Background: an optimization exercise with open tools, aiming at small area. Do not read the settings as production practice. Function was checked by simulation only, so behaviour that the tests miss may differ from the original. Power figures rest on the tool's default switching activity, not on a simulated workload.

## v57
Design distance_meter, start of the top module:
module distance_meter
(
    input  wire       sys_clk,
    input  wire       sys_rst_n,
    input  wire       echo,
    output reg        trig,
    output wire [3:0] nixie_cs,
    output wire [7:0] nixie_seg,
    output reg        led_out,
    output reg        beep_out
);
Size: about 580 cells after synthesis, ~0.0075 mm2 of cells after synthesis.
clock: 20.0 ns
lec_check: 0
cap_margin: 20
core_margin: 2
core_utilization: 50
slew_margin: 20
standard.sh (not shown) runs the stock make flow with config.mk's settings and CLKGATE_MAP_FILE= SYNTH_SCRIPT=/design/flow/synth_recipe.tcl, a recipe that flattens the netlist after the stock synthesis.
==> flow/flow/run.sh <==
#!/bin/bash
# Standard layout, with two changes: the clock tree is built without dummy
# loads and with chosen clusters and buffers, and the ports get the smallest buffer.
set -euo pipefail
export CTS_ARGS="-sink_clustering_enable -repair_clock_nets -dont_use_dummy_load -buf_list sky130_fd_sc_hd__clkbuf_4 -sink_clustering_size 10 -sink_clustering_max_diameter 50"
export BUFFER_PORTS_ARGS="-buffer_cell sky130_fd_sc_hd__buf_1"
bash standard.sh > standard.log 2>&1
v57 completed end to end with timing, DRC and antenna clean.
diff inputs: v57 => v25
==> flow/flow/run.sh <==
#!/bin/bash
# The standard layout (standard.sh), with three changes:
# - synthesis maps no half or full adder cells (ADDER_MAP_FILE empty), so ABC
#   maps the adders as plain gates; registers are the same as the standard's;
# - the clock tree uses clkbuf_8 and larger sink clusters, with no dummy loads;
# - the ports are buffered with the smallest buffer.
set -euo pipefail
export CTS_ARGS="-sink_clustering_enable -repair_clock_nets -dont_use_dummy_load -buf_list sky130_fd_sc_hd__clkbuf_8 -sink_clustering_size 20 -sink_clustering_max_diameter 80"
export BUFFER_PORTS_ARGS="-buffer_cell sky130_fd_sc_hd__buf_1"
bash standard.sh ADDER_MAP_FILE= finish > standard.log 2>&1
==> comparison <==
- Going from v57 to v25, worst-path maximum fanout went up by 6; area of the core has decreased.
- Comparing v57 and v25, the higher part of the power in combinational logic was measured on v57.
- | final cycle utilization of the critical path | higher: v57 |
- Relative to v57, via count increased by 80 in v25.
[inputs] v1 vs v25
==> flow/flow/run.sh <==
#!/bin/bash
# Standard layout, with two changes: the clock tree is built without dummy
# loads and with chosen clusters and buffers, and the ports get the smallest buffer.
set -euo pipefail
export CTS_ARGS="-sink_clustering_enable -repair_clock_nets -dont_use_dummy_load -buf_list sky130_fd_sc_hd__clkbuf_8 -sink_clustering_size 20 -sink_clustering_max_diameter 80"
export BUFFER_PORTS_ARGS="-buffer_cell sky130_fd_sc_hd__buf_1"
bash standard.sh > standard.log 2>&1
Results
From v25 to v1 the numbers moved as follows: power density of the placed cells went up by 0.79 mW/mm2, standard cell core area picked up an extra 4.3%. Max cell area after synthesis across v25 and v1: v1. Relative to v25, the synthesized cell count measured on v1 has decreased by a few percent. Comparing v25 and v1, the lower design area was measured on v25. Against v25, met2 layer wire length in the routed design in v1 rose by a few percent. Final worst setup slack (higher): v25. v1 vs. v25: maximum cell stage delay along the critical path lower, hold slack lower, global-route wire length before repair higher, width of the die higher.

========
distance_meter, a different RTL version from the one above (not shown whole).
For scale: roughly 220 flip-flops.
export LEC_CHECK = 0
export CAP_MARGIN = 0
export CORE_MARGIN = 2
export CORE_UTILIZATION = 50
export SLEW_MARGIN = 0
create_clock -name core_clock -period 20.0 [get_ports {sys_clk}]
==> flow/flow/run.sh <==
#!/bin/bash
# The standard layout (standard.sh), with three changes:
# - the half-adder cell is kept out (added to the platform's don't-use list),
#   so synthesis maps only full adders to cells and ABC maps the rest as
#   plain gates; the registers are the same as the standard synthesis's;
# - the clock tree uses clkbuf_8 and larger sink clusters, with no dummy loads;
# - the ports are buffered with the smallest buffer.
set -euo pipefail
export CTS_ARGS="-sink_clustering_enable -repair_clock_nets -dont_use_dummy_load -buf_list sky130_fd_sc_hd__clkbuf_8 -sink_clustering_size 20 -sink_clustering_max_diameter 80"
export BUFFER_PORTS_ARGS="-buffer_cell sky130_fd_sc_hd__buf_1"
DONT_USE="sky130_fd_sc_hd__probe_p_8 sky130_fd_sc_hd__probec_p_8 sky130_fd_sc_hd__lpflow_bleeder_1 sky130_fd_sc_hd__lpflow_clkbufkapwr_1 sky130_fd_sc_hd__lpflow_clkbufkapwr_16 sky130_fd_sc_hd__lpflow_clkbufkapwr_2 sky130_fd_sc_hd__lpflow_clkbufkapwr_4 sky130_fd_sc_hd__lpflow_clkbufkapwr_8 sky130_fd_sc_hd__lpflow_clkinvkapwr_1 sky130_fd_sc_hd__lpflow_clkinvkapwr_16 sky130_fd_sc_hd__lpflow_clkinvkapwr_2 sky130_fd_sc_hd__lpflow_clkinvkapwr_4 sky130_fd_sc_hd__lpflow_clkinvkapwr_8 sky130_fd_sc_hd__lpflow_decapkapwr_12 sky130_fd_sc_hd__lpflow_decapkapwr_3 sky130_fd_sc_hd__lpflow_decapkapwr_4 sky130_fd_sc_hd__lpflow_decapkapwr_6 sky130_fd_sc_hd__lpflow_decapkapwr_8 sky130_fd_sc_hd__lpflow_inputiso0n_1 sky130_fd_sc_hd__lpflow_inputiso0p_1 sky130_fd_sc_hd__lpflow_inputiso1n_1 sky130_fd_sc_hd__lpflow_inputiso1p_1 sky130_fd_sc_hd__lpflow_inputisolatch_1 sky130_fd_sc_hd__lpflow_isobufsrc_1 sky130_fd_sc_hd__lpflow_isobufsrc_16 sky130_fd_sc_hd__lpflow_isobufsrc_2 sky130_fd_sc_hd__lpflow_isobufsrc_4 sky130_fd_sc_hd__lpflow_isobufsrc_8 sky130_fd_sc_hd__lpflow_isobufsrckapwr_16 sky130_fd_sc_hd__lpflow_lsbuf_lh_hl_isowell_tap_1 sky130_fd_sc_hd__lpflow_lsbuf_lh_hl_isowell_tap_2 sky130_fd_sc_hd__lpflow_lsbuf_lh_hl_isowell_tap_4 sky130_fd_sc_hd__lpflow_lsbuf_lh_isowell_4 sky130_fd_sc_hd__lpflow_lsbuf_lh_isowell_tap_1 sky130_fd_sc_hd__lpflow_lsbuf_lh_isowell_tap_2 sky130_fd_sc_hd__lpflow_lsbuf_lh_isowell_tap_4  sky130_fd_sc_hd__ha_1"
bash standard.sh "DONT_USE_CELLS=$DONT_USE" finish > standard.log 2>&1
==> next run, changes <==
- CAP_MARGIN: 0 -> 20
- CORE_UTILIZATION: 50 -> 35
- SLEW_MARGIN: 0 -> 20
=> Worst setup slack improves by 0.029 ns; total power grows by about 0.3%; first-iteration DRC count went up by 2.1%; utilization is lower by 15 points; area after synthesis does not change; critical path depth is unchanged.
==> next run, changes <==
- CORE_UTILIZATION: 35 -> 60
Outcome: The changed run completed without violations. Non-clock buffer count fell by 1. Power drops by 0.51%. Wire length came out lower by 3.1%. Design area decreases by 2.0%. Register-to-register slack is worse by 0.04 ns. Utilization goes up by 26 points. Setup slack loses 0.024 ns. Sequential share of layout area came out higher by 1.3 points. Clock skew barely changes.
==> next run, changes <==
--- a/flow/flow/run.sh
+++ b/flow/flow/run.sh
@@ -7,5 +7,5 @@
 # - the ports are buffered with the smallest buffer.
 set -euo pipefail
-export CTS_ARGS="-sink_clustering_enable -repair_clock_nets -dont_use_dummy_load -buf_list sky130_fd_sc_hd__clkbuf_8 -sink_clustering_size 20 -sink_clustering_max_diameter 80"
+export CTS_ARGS="-sink_clustering_enable -repair_clock_nets -dont_use_dummy_load -buf_list sky130_fd_sc_hd__clkbuf_8 -sink_clustering_size 20 -sink_clustering_max_diameter 80 -distance_between_buffers 1000 -branching_point_buffers_distance 1000"
 export BUFFER_PORTS_ARGS="-buffer_cell sky130_fd_sc_hd__buf_1"
 DONT_USE="sky130_fd_sc_hd__probe_p_8 sky130_fd_sc_hd__probec_p_8 sky130_fd_sc_hd__lpflow_bleeder_1 sky130_fd_sc_hd__lpflow_clkbufkapwr_1 sky130_fd_sc_hd__lpflow_clkbufkapwr_16 sky130_fd_sc_hd__lpflow_clkbufkapwr_2 sky130_fd_sc_hd__lpflow_clkbufkapwr_4 sky130_fd_sc_hd__lpflow_clkbufkapwr_8 sky130_fd_sc_hd__lpflow_clkinvkapwr_1 sky130_fd_sc_hd__lpflow_clkinvkapwr_16 sky130_fd_sc_hd__lpflow_clkinvkapwr_2 sky130_fd_sc_hd__lpflow_clkinvkapwr_4 sky130_fd_sc_hd__lpflow_clkinvkapwr_8 sky130_fd_sc_hd__lpflow_decapkapwr_12 sky130_fd_sc_hd__lpflow_decapkapwr_3 sky130_fd_sc_hd__lpflow_decapkapwr_4 sky130_fd_sc_hd__lpflow_decapkapwr_6 sky130_fd_sc_hd__lpflow_decapkapwr_8 sky130_fd_sc_hd__lpflow_inputiso0n_1 sky130_fd_sc_hd__lpflow_inputiso0p_1 sky130_fd_sc_hd__lpflow_inputiso1n_1 sky130_fd_sc_hd__lpflow_inputiso1p_1 sky130_fd_sc_hd__lpflow_inputisolatch_1 sky130_fd_sc_hd__lpflow_isobufsrc_1 sky130_fd_sc_hd__lpflow_isobufsrc_16 sky130_fd_sc_hd__lpflow_isobufsrc_2 sky130_fd_sc_hd__lpflow_isobufsrc_4 sky130_fd_sc_hd__lpflow_isobufsrc_8 sky130_fd_sc_hd__lpflow_isobufsrckapwr_16 sky130_fd_sc_hd__lpflow_lsbuf_lh_hl_isowell_tap_1 sky130_fd_sc_hd__lpflow_lsbuf_lh_hl_isowell_tap_2 sky130_fd_sc_hd__lpflow_lsbuf_lh_hl_isowell_tap_4 sky130_fd_sc_hd__lpflow_lsbuf_lh_isowell_4 sky130_fd_sc_hd__lpflow_lsbuf_lh_isowell_tap_1 sky130_fd_sc_hd__lpflow_lsbuf_lh_isowell_tap_2 sky130_fd_sc_hd__lpflow_lsbuf_lh_isowell_tap_4  sky130_fd_sc_hd__ha_1"
- CORE_UTILIZATION: 60 -> 50
What happened:
- hold slack hardly moves
- critical path depth stays the same
- total power rose by about 0.34%
- area after synthesis is unchanged
- worst setup slack is about the same

separate check: timing with driven ports:
In the flow no input, the clock included, has a driving cell. The finished layouts below were timed again as built, in two steps.
Step 1 (the two cells are an assumption about what drives the block):
set clk [get_ports {sys_clk}]
set_driving_cell -lib_cell sky130_fd_sc_hd__clkbuf_16 $clk
set_driving_cell -lib_cell sky130_fd_sc_hd__buf_2 [delete_from_list [all_inputs] $clk]
Step 2 also shifts input and output timing later by t, the mid clock arrival at the registers, as if the neighbouring blocks saw the same clock.
Three values: ideal ports, drivers, drivers and shift; two values: the first two.
run | t, ns | slack for setup (ns) | clock arrival spread, ns
v57 | 0.627 | 13.066 / 13.034 / 13.661 | 0.059 / 0.059
v25 | 0.505 | 13.451 / 13.416 / 13.921 | 0.024 / 0.024
v1 | 0.511 | 13.154 / 13.122 / 13.633 | 0.026 / 0.026
the first run of note 2 | 0.494 | 13.989 / 13.957 / 14.452 | 0.032 / 0.033
the second run of note 2 | 0.500 | 14.018 / 13.984 / 14.484 | 0.027 / 0.028
the third run of note 2 | 0.495 | 13.994 / 13.960 / 14.455 | 0.028 / 0.028
the fourth run of note 2 | 0.498 | 13.993 / 13.959 / 14.457 | 0.038 / 0.038
After both steps every run listed still meets setup and hold.
